This design comes from an exercise in tuning for small area on the open sky130 flow, not from production work.
In this exercise RTL edits were held to simulation tests only and were not proved equivalent to the original.
No driver is modelled on the clock port, so clocking that relies on it looks cheaper here than on a real chip.
Power and IR drop assume default switching activity.

==> design/flow/flow/run.sh <==
#!/bin/bash
# The standard layout (standard.sh) with these changes, made through ORFS's hooks:
#  - synthesis is the standard one except that ABC maps the logic with
#    flow/abc_area.script (flow/synth_abc.tcl wraps synth_recipe.tcl);
#  - the port buffers are the smallest buffer cell (buf_1);
#  - after floorplan, logic cells are swapped for the smallest drive strength of
#    their family (flow/downsize.tcl);
#  - the clock port drives 3 clock buffers, each feeding the registers of one part
#    of the core (flow/clk_tree.tcl, run just before clock tree synthesis, which
#    then finds the clock already buffered).
# The tools' output goes to standard.log here and to ORFS's logs under orfs/.
set -o pipefail
export FLOW_STD_SYNTH=$PWD/synth_recipe.tcl
export FLOW_ABC_SCRIPT=$PWD/flow/abc_area.script
sed "s#SYNTH_SCRIPT=[^ ]*#SYNTH_SCRIPT=$PWD/flow/synth_abc.tcl#" standard.sh > standard_abc.sh
grep -q "SYNTH_SCRIPT=$PWD/flow/synth_abc.tcl" standard_abc.sh || { echo "could not set SYNTH_SCRIPT" >&2; exit 1; }
export BUFFER_PORTS_ARGS="-buffer_cell sky130_fd_sc_hd__buf_1"
export POST_FLOORPLAN_TCL=$PWD/flow/downsize.tcl
export CLK_TREE_N=3
export CLK_TREE_BUF=sky130_fd_sc_hd__clkbuf_8
export PRE_CTS_TCL=$PWD/flow/clk_tree.tcl
export CTS_ARGS="-clk_nets clk -dont_use_dummy_load -buf_list {sky130_fd_sc_hd__clkbuf_8}"
bash standard_abc.sh > standard.log 2>&1
==> design/flow/config.mk <==
export PLATFORM = sky130hd
export DESIGN_NAME = counter_and_display
export DESIGN_NICKNAME = counter_and_display
export VERILOG_FILES = /design/flow/design.v
export SDC_FILE = /design/flow/constraint.sdc
export NUM_CORES = 4
export LEC_CHECK = 0
export ABC_AREA = 1
export CAP_MARGIN = 20
export CORE_MARGIN = 2
export CORE_UTILIZATION = 40
export SLEW_MARGIN = 20
==> design/flow/flow/clk_tree.tcl <==
# Drive the register clock pins from CLK_TREE_N clock buffers (each placed at the
# centre of its group of registers), all fed from the clock port. Runs before
# clock_tree_synthesis, which then finds the clock already buffered.
set block [ord::get_db_block]
set dbu [$block getDbUnitsPerMicron]
set k $::env(CLK_TREE_N)
set pins {}
foreach pin [get_pins -of_objects [get_nets clk]] {
  if {[get_property $pin direction] ne "input"} { continue }
  set inst [[sta::sta_to_db_pin $pin] getInst]
  set bb [$inst getBBox]
  lappend pins [list $pin [expr {([$bb xMin] + [$bb xMax]) / 2.0 / $dbu}] [expr {([$bb yMin] + [$bb yMax]) / 2.0 / $dbu}]]
}
set n [llength $pins]
# k-means on the pin locations, seeded along x
set sorted [lsort -real -index 1 $pins]
set cent {}
for {set i 0} {$i < $k} {incr i} {
  set p [lindex $sorted [expr {int(($i + 0.5) * $n / $k)}]]
  lappend cent [list [lindex $p 1] [lindex $p 2]]
}
for {set iter 0} {$iter < 50} {incr iter} {
  set groups [lrepeat $k {}]
  foreach p $pins {
    set best 0; set bd 1e30
    for {set i 0} {$i < $k} {incr i} {
      set c [lindex $cent $i]
      set d [expr {pow([lindex $p 1] - [lindex $c 0], 2) + pow([lindex $p 2] - [lindex $c 1], 2)}]
      if {$d < $bd} { set bd $d; set best $i }
    }
    lset groups $best [concat [lindex $groups $best] [list $p]]
  }
  set cent {}
  foreach g $groups {
    set sx 0; set sy 0
    foreach p $g { set sx [expr {$sx + [lindex $p 1]}]; set sy [expr {$sy + [lindex $p 2]}] }
    set m [llength $g]
    if {$m == 0} { set m 1 }
    lappend cent [list [expr {$sx / $m}] [expr {$sy / $m}]]
  }
}
set i 0
foreach g $groups c $cent {
  if {[llength $g] == 0} { continue }
  set loads {}
  foreach p $g { lappend loads [lindex $p 0] }
  puts "clk_tree: buffer $i drives [llength $g] clock pins at ($c)"
  insert_buffer -buffer_cell $::env(CLK_TREE_BUF) -net clk -load_pins $loads -location $c -buffer_name clkleaf_buf$i -net_name clknet_leaf$i
  incr i
}
==> design/flow/design.v <==
module counter_and_display(clk,rst,SEC_low,SEC_high,MIN_low,MIN_high,HOUR_low,HOUR_high,key0,key1,key2,key3);
input clk;
input rst;
input key0,key1,key2,key3;
output [6:0] SEC_low;
output [6:0] SEC_high;
output [6:0] MIN_low;
output [6:0] MIN_high;
output [6:0] HOUR_low;
output [6:0] HOUR_high;
reg [9:0] pre;
reg [3:0] ks;
reg [3:0] kp;
reg [3:0] s_lo;
reg [2:0] s_hi;
reg [3:0] m_lo;
reg [2:0] m_hi;
wire [3:0] s_lo_d; wire [2:0] s_hi_d; wire [3:0] m_lo_d; wire [2:0] m_hi_d; reg [3:0] h_lo; reg [1:0] h_hi; wire [3:0] h_lo_d; wire [1:0] h_hi_d; wire hl9, hl0, hl3, hh2, hh0, hcu, hcd;
wire tc, s9, s5, sc, s_hi_en, m9, m0, m5, mh0, mz, m59, mdn, mup, mcu, mcd, hdn, hup;
wire [9:0] prel = pre ^ 10'd341;
wire [3:0] ksl = ks ^ 4'd15;
wire [3:0] kpl = kp ^ 4'd0;
assign tc = (pre[0] & pre[1] & pre[2] & pre[3] & pre[4] & pre[5] & ~pre[6] & ~pre[7] & ~pre[8] & ~pre[9]);
assign s9 = (s_lo[0] & s_lo[1] & s_lo[2] & s_lo[3]);
assign s5 = (s_hi[1] & ~s_hi[2]);
assign sc = tc & s9 & s5;
assign s_hi_en = tc & s9;
assign m9 = (~m_lo[0] & m_lo[3]);
assign m0 = (m_lo[1] & m_lo[3]);
assign m5 = (~m_hi[0] & m_hi[1] & m_hi[2]);
assign mh0 = (m_hi[0] & ~m_hi[1]);
assign mz = m0 & mh0;
assign m59 = m9 & m5;
assign mdn = kpl[1];
assign mup = kpl[0] | sc;
assign hdn = kpl[3] | (~kpl[2] & kpl[1] & mz);
assign hup = ~kpl[3] & (kpl[2] | (mup & m59));
assign mcd = mdn & m0;
assign mcu = ~mdn & mup & m9;
assign s_lo_d[0] = ~rst & (s_lo[0] ^ ((~s_lo[1] & tc) | (s_lo[3] & tc)));
assign s_lo_d[1] = ~rst & (s_lo[1] ^ (~((~tc) | (~s_lo[2] & s_lo[3]) | (~s_lo[1] & ~s_lo[2]) | (s_lo[1] & s_lo[2] & ~s_lo[3]))));
assign s_lo_d[2] = ~rst & (s_lo[2] ^ ((~s_lo[2] & tc) | (s_lo[0] & tc)));
assign s_lo_d[3] = ~rst & (s_lo[3] ^ ((~s_lo[3] & tc) | (s_lo[2] & tc)));
assign s_hi_d[0] = (s_hi[0] & ~s_hi_en) | (rst) | (s_hi[1] & ~s_hi[2] & s_hi_en) | (s_hi[0] & s_hi[2]);
assign s_hi_d[1] = (rst) | (~s_hi[0] & ~s_hi[2] & s_hi_en) | (~s_hi[0] & s_hi[1]) | (s_hi[1] & ~s_hi_en);
assign s_hi_d[2] = (s_hi[2] & ~s_hi_en) | (rst) | (~s_hi[2] & s_hi_en);
assign m_lo_d[0] = (m_lo[0] & ~mdn & ~mup) | (rst) | (~m_lo[0] & mdn) | (~m_lo[0] & mup);
assign m_lo_d[1] = (m_lo[1] & ~mdn & ~mup) | (rst) | (~m_lo[1] & ~m_lo[3] & mdn) | (~m_lo[0] & m_lo[1] & ~m_lo[2]) | (~m_lo[2] & mdn) | (m_lo[0] & m_lo[2] & ~m_lo[3] & ~mdn) | (~m_lo[1] & m_lo[2] & ~mdn & mup);
assign m_lo_d[2] = (rst) | (~m_lo[0] & m_lo[1] & mdn) | (~m_lo[1] & ~mdn & mup) | (m_lo[2] & ~mdn & ~mup) | (m_lo[2] & ~m_lo[3] & mdn) | (m_lo[1] & m_lo[3]) | (m_lo[0] & ~m_lo[1] & ~m_lo[3] & mdn);
assign m_lo_d[3] = (rst) | (~m_lo[1] & ~m_lo[2] & ~mdn & mup) | (~m_lo[0] & m_lo[3] & ~mdn) | (m_lo[1] & m_lo[3] & mdn) | (~m_lo[0] & m_lo[2] & ~m_lo[3] & mdn) | (m_lo[3] & ~mdn & ~mup);
assign m_hi_d[0] = (m_hi[0] & ~mcd & ~mcu) | (rst) | (~m_hi[0] & mcu) | (~m_hi[0] & mcd);
assign m_hi_d[1] = ~((~m_hi[1] & ~mcd & ~mcu) | (rst) | (m_hi[1] & m_hi[2] & ~mcd & mcu) | (~m_hi[2] & mcd));
assign m_hi_d[2] = (rst) | (~m_hi[2] & mcd) | (~m_hi[1] & mcd) | (m_hi[2] & ~mcd & ~mcu) | (m_hi[1] & ~mcd & mcu);
assign hl9 = (h_lo[0] & h_lo[1] & h_lo[2]);
assign hl0 = (~h_lo[0] & ~h_lo[1] & ~h_lo[2] & h_lo[3]);
assign hl3 = (h_lo[2] & ~h_lo[3]);
assign hh2 = (~h_hi[0] & h_hi[1]);
assign hh0 = (~h_hi[1]);
assign hcu = hup & (hl9 | (hh2 & hl3));
assign hcd = hdn & hl0;
assign h_hi_d[0] = ~rst & (hcd ? ((~h_hi[0] & h_hi[1])) : (hcu ? ((~h_hi[1])) : h_hi[0]));
assign h_hi_d[1] = ~rst & (hcd ? ((~h_hi[0])) : (hcu ? ((~h_hi[1]) | (h_hi[0])) : h_hi[1]));
assign h_lo_d[0] = ~((~h_lo[0] & ~hdn & ~hup) | (rst) | (h_lo[0] & hdn) | (h_lo[0] & hup));
assign h_lo_d[1] = ~((rst) | (~h_lo[1] & ~hdn & ~hup) | (h_lo[2] & h_lo[3] & hdn) | (h_lo[1] & h_lo[2] & hup) | (h_lo[0] & ~h_lo[3] & hup) | (h_lo[0] & h_lo[3] & hdn) | (~h_lo[0] & ~h_lo[2] & h_lo[3] & hup) | (~h_lo[0] & ~h_lo[3] & hdn) | (~h_lo[0] & ~h_lo[1] & ~hup & hh0));
assign h_lo_d[2] = ~((rst) | (h_lo[0] & ~h_lo[2] & ~hup) | (~h_lo[0] & ~h_lo[2] & ~hdn) | (~h_lo[0] & h_lo[2] & hdn) | (h_lo[0] & h_lo[2] & hup) | (h_lo[1] & ~h_lo[2]));
assign h_lo_d[3] = (rst) | (h_lo[3] & ~hdn & ~hup) | (~h_lo[1] & ~h_lo[2] & hup) | (h_lo[0] & ~h_lo[1] & hdn) | (h_lo[1] & h_lo[2] & ~hup) | (h_lo[0] & h_lo[3] & ~hdn) | (~h_lo[0] & ~h_lo[2] & h_lo[3] & ~hup & ~hh0) | (~h_lo[1] & h_lo[3] & ~hdn) | (~h_lo[1] & hup & hh2) | (~h_lo[0] & h_lo[1] & ~hup);
assign SEC_low[0] = (s_lo[0] & ~s_lo[1] & s_lo[3]) | (s_lo[1] & s_lo[2] & ~s_lo[3]);
assign SEC_low[1] = (s_lo[0] & ~s_lo[2]) | (~s_lo[0] & s_lo[1] & s_lo[2]);
assign SEC_low[2] = (~s_lo[0] & s_lo[1] & ~s_lo[3]);
assign SEC_low[3] = (s_lo[0] & ~s_lo[1]) | (s_lo[2] & ~s_lo[3]);
assign SEC_low[4] = (s_lo[0]) | (~s_lo[1] & s_lo[2]);
assign SEC_low[5] = (~s_lo[1] & s_lo[2]) | (~s_lo[0] & s_lo[1] & ~s_lo[3]);
assign SEC_low[6] = (s_lo[0] & ~s_lo[1]) | (~s_lo[1] & ~s_lo[3]);
assign SEC_high[0] = (~s_hi[0] & s_hi[1] & s_hi[2]) | (s_hi[0] & ~s_hi[1]);
assign SEC_high[1] = (s_hi[1] & ~s_hi[2]);
assign SEC_high[2] = (~s_hi[1] & s_hi[2]);
assign SEC_high[3] = (~s_hi[0] & s_hi[1] & s_hi[2]) | (s_hi[0] & ~s_hi[1]);
assign SEC_high[4] = (~s_hi[2]) | (~s_hi[0] & s_hi[1]);
assign SEC_high[5] = (~s_hi[1]);
assign SEC_high[6] = (s_hi[0]);
assign MIN_low[0] = (m_lo[0] & m_lo[1] & ~m_lo[2]) | (~m_lo[1] & m_lo[2] & ~m_lo[3]);
assign MIN_low[1] = (~m_lo[0] & ~m_lo[1] & ~m_lo[2]) | (m_lo[0] & ~m_lo[1] & m_lo[2]);
assign MIN_low[2] = (m_lo[0] & m_lo[2] & ~m_lo[3]);
assign MIN_low[3] = (m_lo[0] & m_lo[1] & ~m_lo[2]) | (~m_lo[0] & m_lo[2] & ~m_lo[3]);
assign MIN_low[4] = (~m_lo[0]) | (m_lo[1] & ~m_lo[2]);
assign MIN_low[5] = (~m_lo[0] & m_lo[1]) | (m_lo[2] & ~m_lo[3]);
assign MIN_low[6] = (m_lo[1] & m_lo[3]) | (~m_lo[0] & m_lo[2] & ~m_lo[3]);
assign MIN_high[0] = (~m_hi[2]);
assign MIN_high[1] = (~m_hi[0] & m_hi[1] & m_hi[2]);
assign MIN_high[2] = (m_hi[0] & m_hi[1] & m_hi[2]);
assign MIN_high[3] = (~m_hi[2]);
assign MIN_high[4] = (~m_hi[2]) | (~m_hi[0]);
assign MIN_high[5] = (~m_hi[0] & ~m_hi[2]) | (~m_hi[0] & ~m_hi[1]) | (m_hi[0] & m_hi[1] & m_hi[2]);
assign MIN_high[6] = (~m_hi[0] & ~m_hi[2]) | (m_hi[0] & ~m_hi[1]);
assign HOUR_low[0] = (~h_lo[0] & ~h_lo[3]) | (h_lo[0] & ~h_lo[1] & h_lo[3]);
assign HOUR_low[1] = (h_lo[1] & ~h_lo[2]);
assign HOUR_low[2] = (~h_lo[0] & h_lo[1] & h_lo[2]);
assign HOUR_low[3] = (~h_lo[2] & ~h_lo[3]) | (h_lo[0] & ~h_lo[1] & ~h_lo[2]);
assign HOUR_low[4] = (~h_lo[3]) | (h_lo[0]);
assign HOUR_low[5] = (h_lo[0] & ~h_lo[1]) | (~h_lo[0] & h_lo[1] & h_lo[2]);
assign HOUR_low[6] = ~((~h_lo[0] & ~h_lo[3]) | (h_lo[2]) | (h_lo[1]));
assign HOUR_high[0] = (h_hi[0]);
assign HOUR_high[1] = 1'b0;
assign HOUR_high[2] = (~h_hi[0] & h_hi[1]);
assign HOUR_high[3] = (h_hi[0]);
assign HOUR_high[4] = (h_hi[0]);
assign HOUR_high[5] = (h_hi[1]);
assign HOUR_high[6] = (~h_hi[1]) | (h_hi[0]);
always @(posedge clk) begin
	if (rst | tc) pre <= 10'd0;
	else pre <= {prel[8:0], ~(prel[2] ^ prel[9])} ^ 10'd341;
	if (rst) begin
		ks <= 4'd0;
		kp <= 4'd0;
	end else begin
		ks <= {key3,key2,key1,key0} ^ 4'd15;
		kp <= (~{key3,key2,key1,key0} & ksl) ^ 4'd0;
	end
	s_lo <= s_lo_d; s_hi <= s_hi_d;
	m_lo <= m_lo_d; m_hi <= m_hi_d;
	h_lo <= h_lo_d; h_hi <= h_hi_d;
end
endmodule
==> design/flow/standard.sh <==
#!/bin/bash
# synth_recipe.tcl (not shown) runs the flow's synth.tcl, then flattens the netlist and writes it again
# the make line also repeats each setting of config.mk as NAME=value (left out here)
make -C /OpenROAD-flow-scripts/flow DESIGN_CONFIG=/design/flow/config.mk WORK_HOME=/design/flow/orfs CLKGATE_MAP_FILE= SYNTH_SCRIPT=/design/flow/synth_recipe.tcl "${@:-finish}"
==> design/flow/flow/downsize.tcl <==
# Swap every logic cell for the smallest cell of its family (same function, other
# drive strength): synthesis upsizes gates for a speed the 10 ns clock does not need.
# Registers, buffers, tie cells and physical cells are left alone.
set block [ord::get_db_block]
set db [ord::get_db]
set area {}
foreach lib [$db getLibs] {
  foreach m [$lib getMasters] {
    set name [$m getName]
    if {[regexp {^(sky130_fd_sc_hd__[a-z0-9]+)_([0-9]+)$} $name -> fam drive]} {
      if {[llength [get_lib_cells -quiet $name]] == 0} { continue }
      if {[get_property [get_lib_cells $name] dont_use]} { continue }
      dict lappend area $fam [list $name [expr {[$m getWidth] * [$m getHeight]}]]
    }
  }
}
set n 0
foreach inst [$block getInsts] {
  set name [[$inst getMaster] getName]
  if {![regexp {^(sky130_fd_sc_hd__([a-z0-9]+))_([0-9]+)$} $name -> fam base drive]} { continue }
  if {[regexp {^(df|sdf|edf|dl|buf|clkbuf|clkdly|dlygate|dlymetal|conb|tap|fill|decap|diode|probe|lpflow|macro|bufbuf|bufinv)} $base]} { continue }
  if {![dict exists $area $fam]} { continue }
  set best [lindex [lsort -integer -index 1 [dict get $area $fam]] 0]
  set cur [expr {[[$inst getMaster] getWidth] * [[$inst getMaster] getHeight]}]
  if {[lindex $best 1] < $cur} {
    replace_cell [$inst getName] [lindex $best 0]
    incr n
  }
}
puts "downsize: $n cells swapped for a smaller drive strength"
==> design/flow/constraint.sdc <==
create_clock -name core_clock -period 10.0 [get_ports {clk}]
set_input_delay 2.0000 -clock core_clock [delete_from_list [all_inputs] [get_ports {clk}]]
set_output_delay 2.0000 -clock core_clock [all_outputs]
set_load 0.01 [all_outputs]
==> design/flow/flow/abc_area.script <==
strash
&get -n
&deepsyn -T 60
&put
dch -f
map -a
topo
dnsize -c
==> design/flow/flow/synth_abc.tcl <==
# The standard synthesis (synth_recipe.tcl, which sources ORFS's synth.tcl) with one
# change: the combinational logic is mapped by ABC with flow/abc_area.script, an
# area-only mapping, instead of ORFS's abc_area.script. Registers are untouched: they
# are mapped by dfflibmap before ABC runs, exactly as in the standard synthesis.
proc abc {args} {
  set i [lsearch -exact $args -script]
  if {$i >= 0} { lset args [expr {$i + 1}] $::env(FLOW_ABC_SCRIPT) }
  yosys abc {*}$args
}
source $::env(FLOW_STD_SYNTH)
==> results.ini, run 1 <==
[sta]
max_freq_mhz=286
fin_crit_sh_pct=34.9
setup-violations-final=0
rsz0062_at_grt=false
fin_worst_skew_ns=0.0134
hold_slack_ns=0.388
setup_tns_ns=0
drv_slew=0
hold_viol=0
period_needed_ns=3.49

[worst_setup_path]
critical_path_arrival_ns=1.49
r2r_slack_ns=7.30
critPathRequiredTime_ns=8.00
slowest_delay_ns=0.41
cp_max_fo=7
crit_top_cell=clkinv_1
cp-end-kind=primary output
path_cells=clkinv_1, o22ai_1, clkinv_1, a21oi_1, buf_1
crit_slowest_cell=dfxtp_1
crit_path_start_kind=flop
r2r-start=pre[4]$_SDFF_PP0_
r2r_end=h_hi[1]$_DFF_P_
critPathKind=flop to primary output
reg2regPathDepth=13

[synthesis]
yosysUniqueCellTypes=25
syn-instance-count=245
ys.warnings.count=1
ys_ff_latch=38
yosysTopAreaCellShare_pct=43.7
synth_top_area_cell=dfxtp_1
seq_area_frac_synth_pct=43.7
synth_area_um2=1740
avgSynthCellArea_um2=7.10
synth_nets=251
synthTopCellsByArea=dfxtp_1, nor2_1, clkinv_1

[clock_network]
cts_setup_buffers=0
clk_pin_slew_ns=0.09
cts_resized=0
insertion_delay_ns=0.15
cts_hold_buf=0

[route]
dr_total_vias=1699
vias_per_cell=5.06
wl_met2_um=1580
first_pass_iters=4
drc=0
dr_wl_met3_um=179
drt_iter0_markers=74
wl_met1_um=1860
detail-route-antenna-nets=0
drt-total-wl_um=3660
routed.top_layer=met4
wl_per_cell_um=10.9

[power_and_ir_drop]
power_density_nw_per_um2=154
irDropWorstVdd_mv=0.107
leakagePower_nw=0.717
p_total_mw=0.302

[cells_and_area]
fin_nets=294
area_growth_syn_to_layout_pct=12.4
n_fill_cell=445
seq_area_um2=761
num_antenna_cells=0
layout-drive-gt1-share_pct=1.75
multi_input_comb_area_um2=749

[global_route]
grt_first_pass_wirelength_um=6080
antenna_found_initial=0
grt_max_degree=28
track_usage_pct=14.0
grt_pass1_vias=1435
overflow=0

[hold_path]
hold_class=flop to flop
hp-start=ks[2]$_SDFF_PP0_
hold_end=kp[2]$_SDFF_PP0_
min_path_cells=1

[placed_design]
place_congestion=0.899
port_buffers=46
place_hpwl_um=2760

[run]
maxCapViolations=0

[floorplanning]
rows=23
die_h_um=69.9
die_w_um=69.9
ios=48
initial_utilization_pct=42.6
core_um2=4090
die_area_um2=4890

[outcome]
run_status=finished clean

==> worst max-delay path: cells and delay by family (launching register included) <==
| family | cells | cell delay (ns) |
|---|---|---|
| buf+inv | 3 | 0.49 |
| compound gates | 2 | 0.44 |
| flops | 1 | 0.41 |
==> placed cells by master, fill, tap and decap left out, types with 3 or more instances in the layout <==
cell type,Yosys,final
o21ai_0,25,25
dfxtp_1,38,38
clkinv_1,43,43
o22ai_1,4,4
clkbuf_8,0,3
nand2_1,20,20
a21oi_1,21,21
buf_1,0,46
nor3_1,11,11
a211oi_1,4,4
nand3_1,5,5
nor2_1,47,47
==> power by group <==
group / leakage [nW] / total (mW) / internal, mW / switching (mW)
combinational: 0.381 / 0.0629 / 0.0215 / 0.0414
sequential: 0.314 / 0.174 / 0.162 / 0.0116
clock: 0.0216 / 0.0651 / 0.0275 / 0.0375
==> cell type report, without the clock buffers <==
type | count | area share [%]
inverter | 43 | 8.25
multi-input combinational | 155 | 38.3
sequential | 38 | 38.9
tap | 50 | 3.20
timing repair buffer | 47 | 9.21
==> worst max-delay path by stage <==
stage	slack (ns)	end	startpoint
floorplan	6.78	SEC_low[0]	s_lo[0]$_DFF_P_
global placement	6.77	HOUR_low[3]	h_lo[0]$_DFF_P_
detailed placement	6.71	SEC_low[0]	s_lo[0]$_DFF_P_
CTS	6.70	SEC_low[0]	s_lo[0]$_DFF_P_
global route	6.34	SEC_low[0]	s_lo[0]$_DFF_P_
finish	6.51	SEC_low[0]	s_lo[0]$_DFF_P_
==> state kept, by name, summed over array words and instances (netlist names) <==
signal  cells
m_lo        4
h_lo        4
pre        10
s_lo        4
s_hi        3
m_hi        3
h_hi        2
ks          4
kp          4
==> Yosys cell counts <==
cell type  number
o311ai_0        1
and3_1          2
nor3_1         11
nor4_1          2
conb_1          1
a211oi_1        4
o21ai_0        25
nand3_1         5
nand4_1         2
o21bai_1        1
clkinv_1       43
buf_4           9
o211ai_1        1
a32oi_1         1
xor2_1          1
o221ai_1        1
a21oi_1        21
dfxtp_1        38
nand2_1        20
a2111oi_0       1
a221oi_1        1
o221a_2         1
a31oi_1         2
o22ai_1         4
nor2_1         47
==> routing by layer <==
metal | vias to the layer above | track usage, %
met3 | 5 | 1.01
met2 | 39 | 22.9
met4 | 0 | 1.50
met1 | 754 | 20.9
met5 | - | 0
li1 | 901 | -
==> cells by family (layout without fill, tap and decap cells) <==
| family | Yosys count | count (layout) | synth area share (%) |
|---|---|---|---|
| simple gates | 89 | 89 | 21.2 |
| compound gates | 64 | 64 | 21.2 |
| buf+inv | 52 | 93 | 13.2 |
| flops | 38 | 38 | 43.7 |
| other cells | 1 | 1 | 0.216 |
| xor+xnor | 1 | 1 | 0.504 |
==> per-stage QoR <==
stage	cell area [µm²]	util [%]	cells	worst slack (ns)
6_report	1960	47.9	336	6.51
5_1_grt	1960	47.9	336	6.34
4_1_cts	1960	47.9	336	6.70
3_5_place_dp	1910	46.8	333	6.71
3_3_place_gp	1910	46.8	333	6.77
2_1_floorplan	1740	-	245	6.78
==> inputs of run 2 (changes only) <==
==> design/flow/flow/abc_area.script (replaced) <==
strash
dch -f
amap
mfs -a
strash
dch -f
amap
topo
==> results.ini, run 2 <==
[outcome]
run_status=finished clean

[cells_and_area]
design_area_um2=1930
final_cell_mix=nor2_1, buf_1, dfxtp_1
layout-drive-gt1-share_pct=1.47
area_growth_syn_to_layout_pct=12.6
largest_register_ffs=10
post-route-util_pct=47.6
fin_nets=281
top_register=pre
num_antenna_cells=0
layout.cells.most_common=nor2_1
finalNonFillerCells=323

[placed_design]
placed_area_um2=1890
place_congestion=0.885
port_buffers=46
place_hpwl_um=2670
placed_cells=320

[synthesis]
synth-compound-area-share_pct=20.8
synthArstFlopShare_pct=0
yosysMostFrequentCell=nor2_1
synthFlopType=dfxtp_1
synth_top_area_cell=dfxtp_1
synthSimpleGateAreaFrac_pct=23.3
synth_adder_area_share_pct=0
synthTopCellsByArea=dfxtp_1, nor2_1, clkinv_1
synth_xor_area_share_pct=0
synth_area_um2=1720
seq_area_frac_synth_pct=44.3
ys.warnings.count=1
yosysTopAreaCellShare_pct=44.3
synth_nets=238
syn-instance-count=232
synth_top_family_by_area=simple AND/OR/NAND/NOR gates
ys_ff_latch=38
synth_mux_area_share_pct=0
synth_commonest_cells=nor2_1, dfxtp_1, clkinv_1
avgSynthCellArea_um2=7.40
synth_edf_count=0
yosysUniqueCellTypes=27

[floorplanning]
ios=48
rows=23
die_area_um2=4830
die_h_um=69.5
initial_utilization_pct=42.3
die_w_um=69.5
core_um2=4060

[hold_path]
hp-start=ks[1]$_SDFF_PP0_
min_path_cells=1
hold_class=flop to flop
hold_end=kp[1]$_SDFF_PP0_

[run]
maxCapViolations=0

[worst_setup_path]
r2r_end=h_hi[0]$_DFF_P_
crit_path_start_kind=flop
cp_max_fo=10
r2r_slack_ns=6.95
critPathKind=flop to primary output
r2r-start=pre[2]$_SDFF_PP0_
cp-end-kind=primary output
critPathRequiredTime_ns=8.00
critical_path_arrival_ns=1.49
reg2regPathDepth=15

[sta]
max_freq_mhz=286
rsz0062_at_grt=false
period_needed_ns=3.49
drv_slew=0
hold_viol=0
fin_worst_skew_ns=0.0103
fin_crit_sh_pct=34.9
setup-violations-final=0
setup_tns_ns=0

[clock_network]
cts_setup_buffers=0
clk_pin_slew_ns=0.08
insertion_delay_ns=0.14
cts_hold_buf=0
cts_resized=0

[route]
dr_total_vias=1622
vias_per_cell=5.02
drc=0
drt_iter0_markers=40
first_pass_iters=4
wl_per_cell_um=10.8
drt-total-wl_um=3500
detail-route-antenna-nets=0

[global_route]
grt_max_degree=21
grt_pass1_vias=1370
grt_first_pass_wirelength_um=5960
antenna_found_initial=0
overflow=0
track_usage_pct=13.8

[power_and_ir_drop]
irDropWorstVdd_mv=0.0918
p_total_mw=0.299
leakagePower_nw=0.718
power_density_nw_per_um2=155

## run 2: cells by family (layout without fill, tap and decap cells)
group / count (synthesis) / in the layout
other: 1 / 1
DFF: 38 / 38
AOI/OAI and AO/OA: 53 / 53
and+or+nand+nor: 97 / 97
buffers and inverters: 43 / 84
## run 2: final cells by class, without the clock buffers
class	instances	area (µm²)
fillers	438	2120
inverters	34	128
multi-input cells	151	761
flip-flops and latches	38	761
well taps	50	62.6
repair buffers	47	180
## run 2: per-stage QoR
step | setup slack, ns | hold slack [ns]
finish | 6.51 | 0.382
global route | 6.27 | 0.398
CTS | 6.67 | 0.379
detailed placement | 6.69 | 0.379
global placement | 6.72 | 0.374
floorplan | 6.86 | 0.371
## run 2: critical path: stages, from the launching register on
cell and delay [ns]:
dfxtp_1 0.52, clkinv_1 0.23, nor2_1 0.18, clkinv_1 0.12
a21oi_1 0.15, buf_1 0.16
## run 2: worst max-delay path by stage
stage                    startpoint     endpoint  slack [ns]  cells after the start
floorplan           s_lo[1]$_DFF_P_   SEC_low[5]        6.86                      3
global placement    h_lo[0]$_DFF_P_  HOUR_low[3]        6.72                      5
detailed placement  h_lo[0]$_DFF_P_  HOUR_low[3]        6.69                      5
CTS                 h_lo[0]$_DFF_P_  HOUR_low[3]        6.67                      5
global route        h_lo[0]$_DFF_P_  HOUR_low[0]        6.27                      5
finish              h_lo[0]$_DFF_P_  HOUR_low[3]        6.51                      5
## run 2: routing by layer
metal	up-vias	wire [µm]	GRT usage (%)
li1	878	-	-
met1	701	1760	19.9
met2	39	1520	23.6
met3	4	187	1.02
met4	0	31	0.871
met5	-	0	0
## run 2: where the power goes
group | total [mW] | leakage, nW | internal, mW | switching, mW
Combinational | 0.0624 | 0.382 | 0.0220 | 0.0405
Sequential | 0.173 | 0.314 | 0.162 | 0.0110
Clock | 0.0636 | 0.0216 | 0.0275 | 0.0361
==> inputs of run 3 (changes only) <==
==> design/flow/design.v (replaced) <==
module counter_and_display(clk,rst,SEC_low,SEC_high,MIN_low,MIN_high,HOUR_low,HOUR_high,key0,key1,key2,key3);
input clk;
input rst;
input key0,key1,key2,key3;
output [6:0] SEC_low;
output [6:0] SEC_high;
output [6:0] MIN_low;
output [6:0] MIN_high;
output [6:0] HOUR_low;
output [6:0] HOUR_high;
reg [9:0] pre;
reg [3:0] ks;
reg [3:0] kp;
reg [3:0] s_lo;
reg [2:0] s_hi;
reg [3:0] m_lo;
reg [2:0] m_hi;
wire [3:0] s_lo_d; wire [2:0] s_hi_d; wire [3:0] m_lo_d; wire [2:0] m_hi_d; reg [3:0] h_lo; reg [1:0] h_hi; wire [3:0] h_lo_d; wire [1:0] h_hi_d; wire hl9, hl0, hl3, hh2, hh0, hcu, hcd;
wire tc, s9, s5, sc, s_hi_en, m9, m0, m5, mh0, mz, m59, mdn, mup, mcu, mcd, hdn, hup;
wire [9:0] prel = pre ^ 10'd597;
wire [3:0] ksl = ks ^ 4'd15;
wire [3:0] kpl = kp ^ 4'd8;
assign tc = (~pre[0] & ~pre[1] & pre[2] & pre[3] & pre[4] & ~pre[5] & pre[6] & ~pre[7] & ~pre[8] & ~pre[9]);
assign s9 = (~s_lo[0] & s_lo[2]);
assign s5 = (~s_hi[0] & s_hi[2]);
assign sc = tc & s9 & s5;
assign s_hi_en = tc & s9;
assign m9 = (m_lo[0] & m_lo[3]);
assign m0 = (~m_lo[1] & m_lo[3]);
assign m5 = (m_hi[0] & m_hi[1] & m_hi[2]);
assign mh0 = (~m_hi[0] & ~m_hi[1]);
assign mz = m0 & mh0;
assign m59 = m9 & m5;
assign mdn = kpl[1];
assign mup = kpl[0] | sc;
assign hdn = kpl[3] | (~kpl[2] & kpl[1] & mz);
assign hup = ~kpl[3] & (kpl[2] | (mup & m59));
assign mcd = mdn & m0;
assign mcu = ~mdn & mup & m9;
assign s_lo_d[0] = rst | (tc ? ((~s_lo[2] & ~s_lo[3]) | (~s_lo[0]) | (s_lo[2] & s_lo[3])) : s_lo[0]);
assign s_lo_d[1] = ~rst & (tc ? ((s_lo[0] & s_lo[1]) | (s_lo[0] & ~s_lo[2] & ~s_lo[3])) : s_lo[1]);
assign s_lo_d[2] = ~rst & (tc ? ((s_lo[1] & ~s_lo[3]) | (s_lo[2] & ~s_lo[3]) | (~s_lo[0] & ~s_lo[2])) : s_lo[2]);
assign s_lo_d[3] = ~rst & (tc ? ((s_lo[1]) | (s_lo[0] & s_lo[2])) : s_lo[3]);
assign s_hi_d[0] = rst | (s_hi_en ? ((s_hi[2])) : s_hi[0]);
assign s_hi_d[1] = ~rst & (s_hi_en ? ((~s_hi[0] & ~s_hi[1] & ~s_hi[2]) | (s_hi[0] & ~s_hi[1] & s_hi[2])) : s_hi[1]);
assign s_hi_d[2] = rst | (s_hi_en ? ((~s_hi[1] & s_hi[2]) | (s_hi[1] & ~s_hi[2])) : s_hi[2]);
assign m_lo_d[0] = ~rst & (mdn ? ((~m_lo[0])) : (mup ? ((~m_lo[0])) : m_lo[0]));
assign m_lo_d[1] = ~rst & (mdn ? ((m_lo[1] & ~m_lo[2]) | (m_lo[3])) : (mup ? ((m_lo[1] & ~m_lo[3]) | (~m_lo[0] & m_lo[1]) | (~m_lo[0] & m_lo[2])) : m_lo[1]));
assign m_lo_d[2] = ~rst & (mdn ? ((m_lo[1] & ~m_lo[3]) | (~m_lo[0] & m_lo[2])) : (mup ? ((~m_lo[0] & ~m_lo[3]) | (m_lo[2] & ~m_lo[3])) : m_lo[2]));
assign m_lo_d[3] = rst | (mdn ? ((~m_lo[1] & m_lo[3]) | (m_lo[0] & ~m_lo[2])) : (mup ? ((m_lo[1] & ~m_lo[2]) | (m_lo[0] & m_lo[1])) : m_lo[3]));
assign m_hi_d[0] = ~((~m_hi[0] & ~mcd & ~mcu) | (rst) | (m_hi[0] & mcu) | (m_hi[0] & mcd));
assign m_hi_d[1] = ~((~m_hi[1] & ~mcd & ~mcu) | (rst) | (m_hi[1] & m_hi[2] & ~mcd & mcu) | (~m_hi[2] & mcd));
assign m_hi_d[2] = (rst) | (~m_hi[2] & mcd) | (~m_hi[1] & mcd) | (m_hi[2] & ~mcd & ~mcu) | (m_hi[1] & ~mcd & mcu);
assign hl9 = (~h_lo[0] & h_lo[1]);
assign hl0 = (h_lo[0] & ~h_lo[2] & ~h_lo[3]);
assign hl3 = (~h_lo[0] & ~h_lo[1] & ~h_lo[2]);
assign hh2 = (h_hi[0] & h_hi[1]);
assign hh0 = (~h_hi[1]);
assign hcu = hup & (hl9 | (hh2 & hl3));
assign hcd = hdn & hl0;
assign h_hi_d[0] = rst | (hcd ? ((~h_hi[1]) | (~h_hi[0])) : (hcu ? ((h_hi[1])) : h_hi[0]));
assign h_hi_d[1] = ~rst & (hcd ? ((h_hi[0])) : (hcu ? ((~h_hi[1]) | (~h_hi[0])) : h_hi[1]));
assign h_lo_d[0] = (h_lo[0] & ~hdn & ~hup) | (rst) | (~h_lo[0] & hdn) | (~h_lo[0] & hup) | (~h_lo[1] & h_lo[2] & hup) | (h_lo[2] & h_lo[3] & hdn);
assign h_lo_d[1] = (~h_lo[1] & h_lo[3] & ~rst & hup) | (~h_lo[2] & ~h_lo[3] & ~rst & hdn & ~hh0) | (~h_lo[0] & ~h_lo[3] & ~rst & hdn) | (h_lo[1] & ~rst & ~hdn & ~hup);
assign h_lo_d[2] = ~((rst) | (h_lo[0] & ~h_lo[3] & hdn) | (~h_lo[0] & h_lo[3] & hdn) | (~h_lo[0] & h_lo[2] & hup) | (~h_lo[2] & h_lo[3] & ~hdn) | (~h_lo[2] & ~h_lo[3] & ~hup) | (~h_lo[0] & ~h_lo[2] & hh2));
assign h_lo_d[3] = ~((~h_lo[3] & ~hdn & ~hup) | (rst) | (~h_lo[1] & h_lo[3] & hdn) | (h_lo[1] & hup) | (~h_lo[0] & ~h_lo[2] & hup) | (h_lo[0] & h_lo[2] & ~h_lo[3] & ~hup) | (h_lo[0] & ~h_lo[3] & ~hup & hh0));
assign SEC_low[0] = (s_lo[1] & ~s_lo[3]) | (~s_lo[0] & s_lo[1]);
assign SEC_low[1] = (s_lo[0] & ~s_lo[1] & s_lo[3]);
assign SEC_low[2] = (s_lo[1] & s_lo[2]);
assign SEC_low[3] = (s_lo[1] & ~s_lo[3]) | (~s_lo[0] & ~s_lo[2]);
assign SEC_low[4] = (~s_lo[0]) | (s_lo[1] & ~s_lo[2]) | (~s_lo[1] & s_lo[2] & s_lo[3]);
assign SEC_low[5] = (s_lo[0] & s_lo[1]) | (~s_lo[0] & ~s_lo[3]);
assign SEC_low[6] = (~s_lo[2] & ~s_lo[3]);
assign SEC_high[0] = (s_hi[1]);
assign SEC_high[1] = (~s_hi[0] & s_hi[2]);
assign SEC_high[2] = (s_hi[0] & ~s_hi[2]);
assign SEC_high[3] = (s_hi[1]);
assign SEC_high[4] = (~s_hi[0]) | (s_hi[1]);
assign SEC_high[5] = (~s_hi[1] & ~s_hi[2]) | (s_hi[1] & s_hi[2]);
assign SEC_high[6] = (s_hi[0] & s_hi[2]);
assign MIN_low[0] = (m_lo[0] & ~m_lo[1] & ~m_lo[2]) | (~m_lo[0] & ~m_lo[1] & m_lo[2]);
assign MIN_low[1] = (m_lo[1] & m_lo[2]);
assign MIN_low[2] = (~m_lo[0] & ~m_lo[2] & ~m_lo[3]);
assign MIN_low[3] = (m_lo[0] & ~m_lo[2] & ~m_lo[3]) | (~m_lo[0] & ~m_lo[1] & m_lo[2]);
assign MIN_low[4] = (m_lo[0]) | (m_lo[2] & ~m_lo[3]);
assign MIN_low[5] = (~m_lo[2] & ~m_lo[3]) | (m_lo[0] & ~m_lo[1]);
assign MIN_low[6] = (~m_lo[1] & m_lo[3]) | (m_lo[0] & ~m_lo[2] & ~m_lo[3]);
assign MIN_high[0] = (~m_hi[2]);
assign MIN_high[1] = (m_hi[0] & m_hi[1] & m_hi[2]);
assign MIN_high[2] = (~m_hi[0] & m_hi[1] & m_hi[2]);
assign MIN_high[3] = (~m_hi[2]);
assign MIN_high[4] = (~m_hi[2]) | (m_hi[0]);
assign MIN_high[5] = (m_hi[0] & ~m_hi[2]) | (m_hi[0] & ~m_hi[1]) | (~m_hi[0] & m_hi[1] & m_hi[2]);
assign MIN_high[6] = (m_hi[0] & ~m_hi[2]) | (~m_hi[0] & ~m_hi[1]);
assign HOUR_low[0] = (h_lo[0] & h_lo[2] & ~h_lo[3]) | (~h_lo[0] & h_lo[2] & h_lo[3]);
assign HOUR_low[1] = (h_lo[0] & h_lo[2] & h_lo[3]);
assign HOUR_low[2] = (h_lo[0] & h_lo[1] & ~h_lo[2]);
assign HOUR_low[3] = (h_lo[2] & ~h_lo[3]) | (~h_lo[0] & h_lo[2]);
assign HOUR_low[4] = (~h_lo[0]) | (~h_lo[1] & h_lo[2]);
assign HOUR_low[5] = (h_lo[0] & h_lo[1] & ~h_lo[2]) | (~h_lo[0] & ~h_lo[1]);
assign HOUR_low[6] = (h_lo[0] & ~h_lo[2] & ~h_lo[3]) | (~h_lo[0] & h_lo[2]);
assign HOUR_high[0] = (~h_hi[0]);
assign HOUR_high[1] = 1'b0;
assign HOUR_high[2] = (h_hi[0] & h_hi[1]);
assign HOUR_high[3] = (~h_hi[0]);
assign HOUR_high[4] = (~h_hi[0]);
assign HOUR_high[5] = (h_hi[1]);
assign HOUR_high[6] = (~h_hi[1]) | (~h_hi[0]);
always @(posedge clk) begin
	if (rst | tc) pre <= 10'd129;
	else pre <= {prel[8:0], ~(prel[6] ^ prel[9])} ^ 10'd597;
	if (rst) begin
		ks <= 4'd0;
		kp <= 4'd8;
	end else begin
		ks <= {key3,key2,key1,key0} ^ 4'd15;
		kp <= (~{key3,key2,key1,key0} & ksl) ^ 4'd8;
	end
	s_lo <= s_lo_d; s_hi <= s_hi_d;
	m_lo <= m_lo_d; m_hi <= m_hi_d;
	h_lo <= h_lo_d; h_hi <= h_hi_d;
end
endmodule
--- a/design/flow/flow/run.sh
+++ b/design/flow/flow/run.sh
@@ -8,2 +8,3 @@
 #  - the clock port drives 3 clock buffers, each feeding the registers of one part
+#    (clkbuf_8, or clkbuf_4 for a group of at most 10 registers)
 #    of the core (flow/clk_tree.tcl, run just before clock tree synthesis, which
@@ -20,4 +21,6 @@
 export CLK_TREE_BUF=sky130_fd_sc_hd__clkbuf_8
+export CLK_TREE_SMALL_BUF=sky130_fd_sc_hd__clkbuf_4
+export CLK_TREE_SMALL_MAX=10
 export PRE_CTS_TCL=$PWD/flow/clk_tree.tcl
-export CTS_ARGS="-clk_nets clk -dont_use_dummy_load -buf_list {sky130_fd_sc_hd__clkbuf_8}"
+export CTS_ARGS="-clk_nets clk -dont_use_dummy_load -buf_list {sky130_fd_sc_hd__clkbuf_8 sky130_fd_sc_hd__clkbuf_4}"
 bash standard_abc.sh > standard.log 2>&1
--- a/design/flow/flow/clk_tree.tcl
+++ b/design/flow/flow/clk_tree.tcl
@@ -1,3 +1,4 @@
 # Drive the register clock pins from CLK_TREE_N clock buffers (each placed at the
-# centre of its group of registers), all fed from the clock port. Runs before
+# centre of its group of registers), all fed from the clock port. A group of at most
+# CLK_TREE_SMALL_MAX registers gets the smaller CLK_TREE_SMALL_BUF, if that is set. Runs before
 # clock_tree_synthesis, which then finds the clock already buffered.
@@ -46,4 +47,8 @@
   foreach p $g { lappend loads [lindex $p 0] }
-  puts "clk_tree: buffer $i drives [llength $g] clock pins at ($c)"
-  insert_buffer -buffer_cell $::env(CLK_TREE_BUF) -net clk -load_pins $loads -location $c -buffer_name clkleaf_buf$i -net_name clknet_leaf$i
+  set cell $::env(CLK_TREE_BUF)
+  if {[info exists ::env(CLK_TREE_SMALL_BUF)] && [llength $g] <= $::env(CLK_TREE_SMALL_MAX)} {
+    set cell $::env(CLK_TREE_SMALL_BUF)
+  }
+  puts "clk_tree: buffer $i ($cell) drives [llength $g] clock pins at ($c)"
+  insert_buffer -buffer_cell $cell -net clk -load_pins $loads -location $c -buffer_name clkleaf_buf$i -net_name clknet_leaf$i
   incr i
==> results.ini, run 3 <==
[synthesis]
syn-instance-count=217
synthFlopType=dfxtp_1
yosysMostFrequentCell=nor2_1
synth_commonest_cells=nor2_1, dfxtp_1, clkinv_1
synthTopCellsByArea=dfxtp_1, nor2_1, clkinv_1
synthArstFlopShare_pct=0
ys_ff_latch=38
yosysUniqueCellTypes=30
yosysTopAreaCellShare_pct=45.3
synth_edf_count=0
synth_top_area_cell=dfxtp_1
seq_area_frac_synth_pct=45.3
ys.warnings.count=1
synth_nets=223
avgSynthCellArea_um2=7.73
synth_area_um2=1680

[sta]
fin_crit_sh_pct=40.3
fin_worst_skew_ns=0.0159
rsz0062_at_grt=false
hold_slack_ns=0.389
setup_tns_ns=0
period_needed_ns=4.03
slew_headroom_pct=43.7
hold_viol=0
fin_ws_ns=5.97
setup-violations-final=0
drv_slew=0
tightest_slew_ns=0.836
max_freq_mhz=248

[power_and_ir_drop]
leakagePower_nw=0.688
power_density_nw_per_um2=151
irDropWorstVdd_mv=0.0900
p_total_mw=0.284

[clock_network]
cts_resized=0
insertion_delay_ns=0.16
clk_pin_slew_ns=0.10
cts_setup_buffers=0
cts_hold_buf=0

[global_route]
overflow=0
antenna_found_initial=0
track_usage_pct=14.3
grt_pass1_vias=1293
grt_max_degree=24
grt_first_pass_wirelength_um=5520

[route]
wl_per_cell_um=11.1
drc=0
drt_iter0_markers=95
vias_per_cell=5.14
first_pass_iters=4
detail-route-antenna-nets=0
dr_total_vias=1578
drt-total-wl_um=3410

[placed_design]
place_congestion=0.902
port_buffers=46
place_hpwl_um=2610
placed_area_um2=1850
placed_cells=304
pre_cts_ws_ns=6.00

[worst_setup_path]
r2r_slack_ns=5.97
cp-end-kind=flop
critical_path_arrival_ns=4.07
cp_max_fo=7
reg2regPathDepth=12
critPathLaunch=pre[8]$_SDFF_PP0_
r2r_end=h_hi[0]$_DFF_P_
critPathRequiredTime_ns=10.03
r2r-start=pre[8]$_SDFF_PP0_
critPathKind=flop to flop
crit_path_start_kind=flop

[cells_and_area]
layout-drive-gt1-share_pct=1.56
layout.cells.most_common=buf_1
design_area_um2=1880
finalNonFillerCells=307
num_antenna_cells=0
top_register=pre
fin_nets=265
area_growth_syn_to_layout_pct=12.1
post-route-util_pct=46.7
largest_register_ffs=10
final_cell_mix=buf_1, nor2_1, dfxtp_1

[hold_path]
hp-start=ks[1]$_SDFF_PP0_
hold_class=flop to flop
min_path_cells=1
hold_end=kp[1]$_SDFF_PP0_

[floorplanning]
ios=48
die_h_um=68.8
core_um2=4030
die_w_um=68.8
rows=23
initial_utilization_pct=41.6
die_area_um2=4730

[outcome]
run_status=finished clean

[run]
maxCapViolations=0

run 3: changes by cell type after synthesis, moves of 4 or more:
cell      change
nor2_1       -20
nand2_1       +4
a21oi_1       +9
clkinv_1      -5
nand3_1       -4
run 3: worst max-delay path by stage:
stage,slack (ns),depth (start not counted),endpoint
2_1_floorplan,6.59,12,h_hi[1]$_DFF_P_
3_3_place_gp,6.20,12,h_hi[1]$_DFF_P_
3_5_place_dp,6.00,12,h_hi[0]$_DFF_P_
4_1_cts,5.98,12,h_hi[0]$_DFF_P_
5_1_grt,5.62,12,h_hi[0]$_DFF_P_
6_report,5.97,12,h_hi[0]$_DFF_P_
run 3: cell families (layout without fill, tap and decap cells):
logic type | count (synthesis) | count (layout) | share of synthesized area, %
flops | 38 | 38 | 45.3
other cells | 1 | 1 | 0.223
compound gates | 60 | 60 | 23.6
buf+inv | 39 | 79 | 11.0
simple gates | 79 | 79 | 19.8
run 3: layer usage:
layer	up-vias	routed length [µm]	GRT usage, %
met4	0	31	0.980
met2	33	1600	26.0
met3	4	140	1.14
met5	-	0	0
met1	701	1640	19.4
li1	840	-	-
run 3: report_power, final:
part | switching, mW | internal [mW]
clock | 0.0365 | 0.0232
sequential | 0.00958 | 0.161
combinational | 0.0346 | 0.0189
total | 0.0807 | 0.203
run 3: cell type report, without the clock buffers:
cell class / count / area [µm²]
fillers: 435 / 2150
repair buffers: 47 / 180
inverters: 29 / 109
well taps: 50 / 62.6
flip-flops and latches: 38 / 761
multi-input cells: 140 / 733
run 3: critical path: stages (launching register included):
cell,delay (ns)
dfxtp_1,0.32
or4_1,0.51
nor4_1,0.70
clkinv_1,0.39
nor3_1,0.55
a21oi_1,0.23
nor3_1,0.29
a21o_1,0.20
nand2_1,0.15
nor2_1,0.22
clkinv_1,0.12
nor2_1,0.09
o221ai_1,0.13
==> inputs of run 4 (changes only) <==
--- a/design/flow/flow/run.sh
+++ b/design/flow/flow/run.sh
@@ -8,3 +8,2 @@
 #  - the clock port drives 3 clock buffers, each feeding the registers of one part
-#    (clkbuf_8, or clkbuf_4 for a group of at most 10 registers)
 #    of the core (flow/clk_tree.tcl, run just before clock tree synthesis, which
@@ -21,6 +20,4 @@
 export CLK_TREE_BUF=sky130_fd_sc_hd__clkbuf_8
-export CLK_TREE_SMALL_BUF=sky130_fd_sc_hd__clkbuf_4
-export CLK_TREE_SMALL_MAX=10
 export PRE_CTS_TCL=$PWD/flow/clk_tree.tcl
-export CTS_ARGS="-clk_nets clk -dont_use_dummy_load -buf_list {sky130_fd_sc_hd__clkbuf_8 sky130_fd_sc_hd__clkbuf_4}"
+export CTS_ARGS="-clk_nets clk -dont_use_dummy_load -buf_list {sky130_fd_sc_hd__clkbuf_8}"
 bash standard_abc.sh > standard.log 2>&1
--- a/design/flow/flow/clk_tree.tcl
+++ b/design/flow/flow/clk_tree.tcl
@@ -1,4 +1,3 @@
 # Drive the register clock pins from CLK_TREE_N clock buffers (each placed at the
-# centre of its group of registers), all fed from the clock port. A group of at most
-# CLK_TREE_SMALL_MAX registers gets the smaller CLK_TREE_SMALL_BUF, if that is set. Runs before
+# centre of its group of registers), all fed from the clock port. Runs before
 # clock_tree_synthesis, which then finds the clock already buffered.
@@ -47,8 +46,4 @@
   foreach p $g { lappend loads [lindex $p 0] }
-  set cell $::env(CLK_TREE_BUF)
-  if {[info exists ::env(CLK_TREE_SMALL_BUF)] && [llength $g] <= $::env(CLK_TREE_SMALL_MAX)} {
-    set cell $::env(CLK_TREE_SMALL_BUF)
-  }
-  puts "clk_tree: buffer $i ($cell) drives [llength $g] clock pins at ($c)"
-  insert_buffer -buffer_cell $cell -net clk -load_pins $loads -location $c -buffer_name clkleaf_buf$i -net_name clknet_leaf$i
+  puts "clk_tree: buffer $i drives [llength $g] clock pins at ($c)"
+  insert_buffer -buffer_cell $::env(CLK_TREE_BUF) -net clk -load_pins $loads -location $c -buffer_name clkleaf_buf$i -net_name clknet_leaf$i
   incr i
==> results.ini, run 4 <==
[placed_design]
place_congestion=0.902
pre_cts_ws_ns=6.00
place_hpwl_um=2610
port_buffers=46
placed_area_um2=1850

[synthesis]
yosysUniqueCellTypes=30
synthFlopType=dfxtp_1
yosysMostFrequentCell=nor2_1
synthTopCellsByArea=dfxtp_1, nor2_1, clkinv_1
ys.warnings.count=1
avgSynthCellArea_um2=7.73
synth_nets=223
seq_area_frac_synth_pct=45.3
ys_ff_latch=38
synthArstFlopShare_pct=0
synth_edf_count=0
syn-instance-count=217
synth_top_area_cell=dfxtp_1
synth_commonest_cells=nor2_1, dfxtp_1, clkinv_1
synth_area_um2=1680
yosysTopAreaCellShare_pct=45.3

[worst_setup_path]
path_cells=or4_1, nor4_1, clkinv_1, nor3_1, a21oi_1, nor3_1, a21o_1, nand2_1, nor2_1, clkinv_1, nor2_1, o221ai_1
crit_path_start_kind=flop
critPathRequiredTime_ns=10.03
crit_slowest_cell=nor4_1
cp-end-kind=flop
crit_family=simple AND/OR/NAND/NOR gates
crit_buf_inv=2
cp_max_fo=7
critPathKind=flop to flop
slowest_delay_ns=0.70
critical_path_arrival_ns=4.07

[cells_and_area]
final_cell_mix=buf_1, nor2_1, dfxtp_1
layout.cells.most_common=buf_1
fin_nets=265
largest_register_ffs=10
top_register=pre
design_area_um2=1890
num_antenna_cells=0
layout-drive-gt1-share_pct=1.56
area_growth_syn_to_layout_pct=12.5

[sta]
setup_tns_ns=0
drv_slew=0
hold_viol=0
hold_slack_ns=0.389
tightest_slew_ns=0.836
fin_worst_skew_ns=0.0332
max_freq_mhz=248
fin_crit_sh_pct=40.3
fin_ws_ns=5.97
period_needed_ns=4.03
rsz0062_at_grt=false
slew_headroom_pct=43.7
setup-violations-final=0

[floorplanning]
rows=23
core_um2=4030
die_w_um=68.8
die_area_um2=4730
die_h_um=68.8
ios=48
initial_utilization_pct=41.6

[route]
drc=0
drt-total-wl_um=3420
wl_per_cell_um=11.1
vias_per_cell=5.15
first_pass_iters=4
drt_iter0_markers=95
dr_total_vias=1580
detail-route-antenna-nets=0

[clock_network]
cts_setup_buffers=0
cts_hold_buf=0
clk_pin_slew_ns=0.10
cts_resized=0
insertion_delay_ns=0.16

[hold_path]
hold_class=flop to flop

[global_route]
grt_first_pass_wirelength_um=5520
track_usage_pct=14.3
antenna_found_initial=0
grt_pass1_vias=1293
grt_max_degree=24
overflow=0

[power_and_ir_drop]
power.internal_mw=0.207
seq_power_share_pct=59.2
leakagePower_nw=0.691
clockPowerShare_pct=22.3
power_frac_comb_pct=18.5
switching_power_mw=0.0810
power_switching_share_pct=28.1
irDropWorstVdd_mv=0.0901
power_density_nw_per_um2=153

[outcome]
run_status=finished clean

[run]
maxCapViolations=0

[run 4: cell counts after synthesis]
No cell type changed its count.
[run 4: metrics by stage]
stage | power [mW] | std cells | utilization, %
floorplan | 0.212 | 217 | -
detailed placement | 0.228 | 304 | 45.8
global placement | 0.228 | 304 | 45.8
CTS | 0.278 | 307 | 46.8
finish | 0.288 | 307 | 46.8
global route | 0.310 | 307 | 46.8
[run 4: final timing paths]
kind | end | slack (ns) | startpoint | cells past startpoint
worst max-delay path | h_hi[0]$_DFF_P_ | 5.97 | pre[8]$_SDFF_PP0_ | 12
worst min-delay path | kp[1]$_SDFF_PP0_ | 0.39 | ks[1]$_SDFF_PP0_ | 1
worst max register to register | h_hi[0]$_DFF_P_ | 5.97 | pre[8]$_SDFF_PP0_ | 12
worst min register to register | kp[1]$_SDFF_PP0_ | 0.39 | ks[1]$_SDFF_PP0_ | 1
[run 4: power groups by stage]
| stage | Combinational, mW | Sequential (mW) | Clock [mW] |
|---|---|---|---|
| floorplan | 0.0408 | 0.172 | 0 |
| global placement | 0.0544 | 0.174 | 0 |
| detailed placement | 0.0540 | 0.174 | 0 |
| CTS | 0.0541 | 0.174 | 0.0501 |
| global route | 0.0622 | 0.173 | 0.0752 |
| finish | 0.0535 | 0.171 | 0.0643 |
[run 4: cell families (layout without fill, tap and decap cells)]
group                  Yosys count  count (layout)  synth area share [%]
buffers and inverters           39              79                  11.0
AO/OA/AOI/OAI                   60              60                  23.6
other                            1               1                 0.223
flip-flops                      38              38                  45.3
AND/OR/NAND/NOR                 79              79                  19.8
[run 4: per-layer routing]
metal	wire, µm	vias up	global-route usage (%)	share of wire [%]
li1	-	838	-	-
met1	1640	705	19.4	48
met2	1600	33	26.0	47
met3	140	4	1.14	4.1
met4	31	0	0.980	0.91
met5	0	-	0	0
[run 4: area by class of cell, without the clock buffers]
type / count / area, µm²
flip-flops and latches: 38 / 761
fillers: 434 / 2140
multi-input cells: 140 / 733
well taps: 50 / 62.6
inverters: 29 / 109
repair buffers: 47 / 180

-- what the ideal ports hide --
Ports are ideal in the flow. The routed layouts listed here were re-timed in OpenROAD.
Step 1 sets driving cells, clkbuf_16 on the clock port and buf_2 on the other inputs (assumed; they add their load-dependent delay and slew).
Step 2 times the ports against the registers' clock, not the clock port: input delays grow and output delays shrink by t, the midpoint of the rising clock arrivals with the driver on.
Slacks: no drivers / after step 1 / after step 2; pairs: no drivers / after step 1.
run | shift t [ns] | setup WS [ns] | worst register clock-pin slew, ns
run 1 | 0.188 | 6.507 / 6.459 / 6.647 | 0.09 / 0.09
run 2 | 0.178 | 6.505 / 6.464 / 6.642 | 0.08 / 0.08
run 3 | 0.189 | 5.966 / 5.966 / 5.966 | 0.10 / 0.10
run 4 | 0.183 | 5.966 / 5.966 / 5.966 | 0.10 / 0.10
After both steps setup and hold are still met in every run listed.
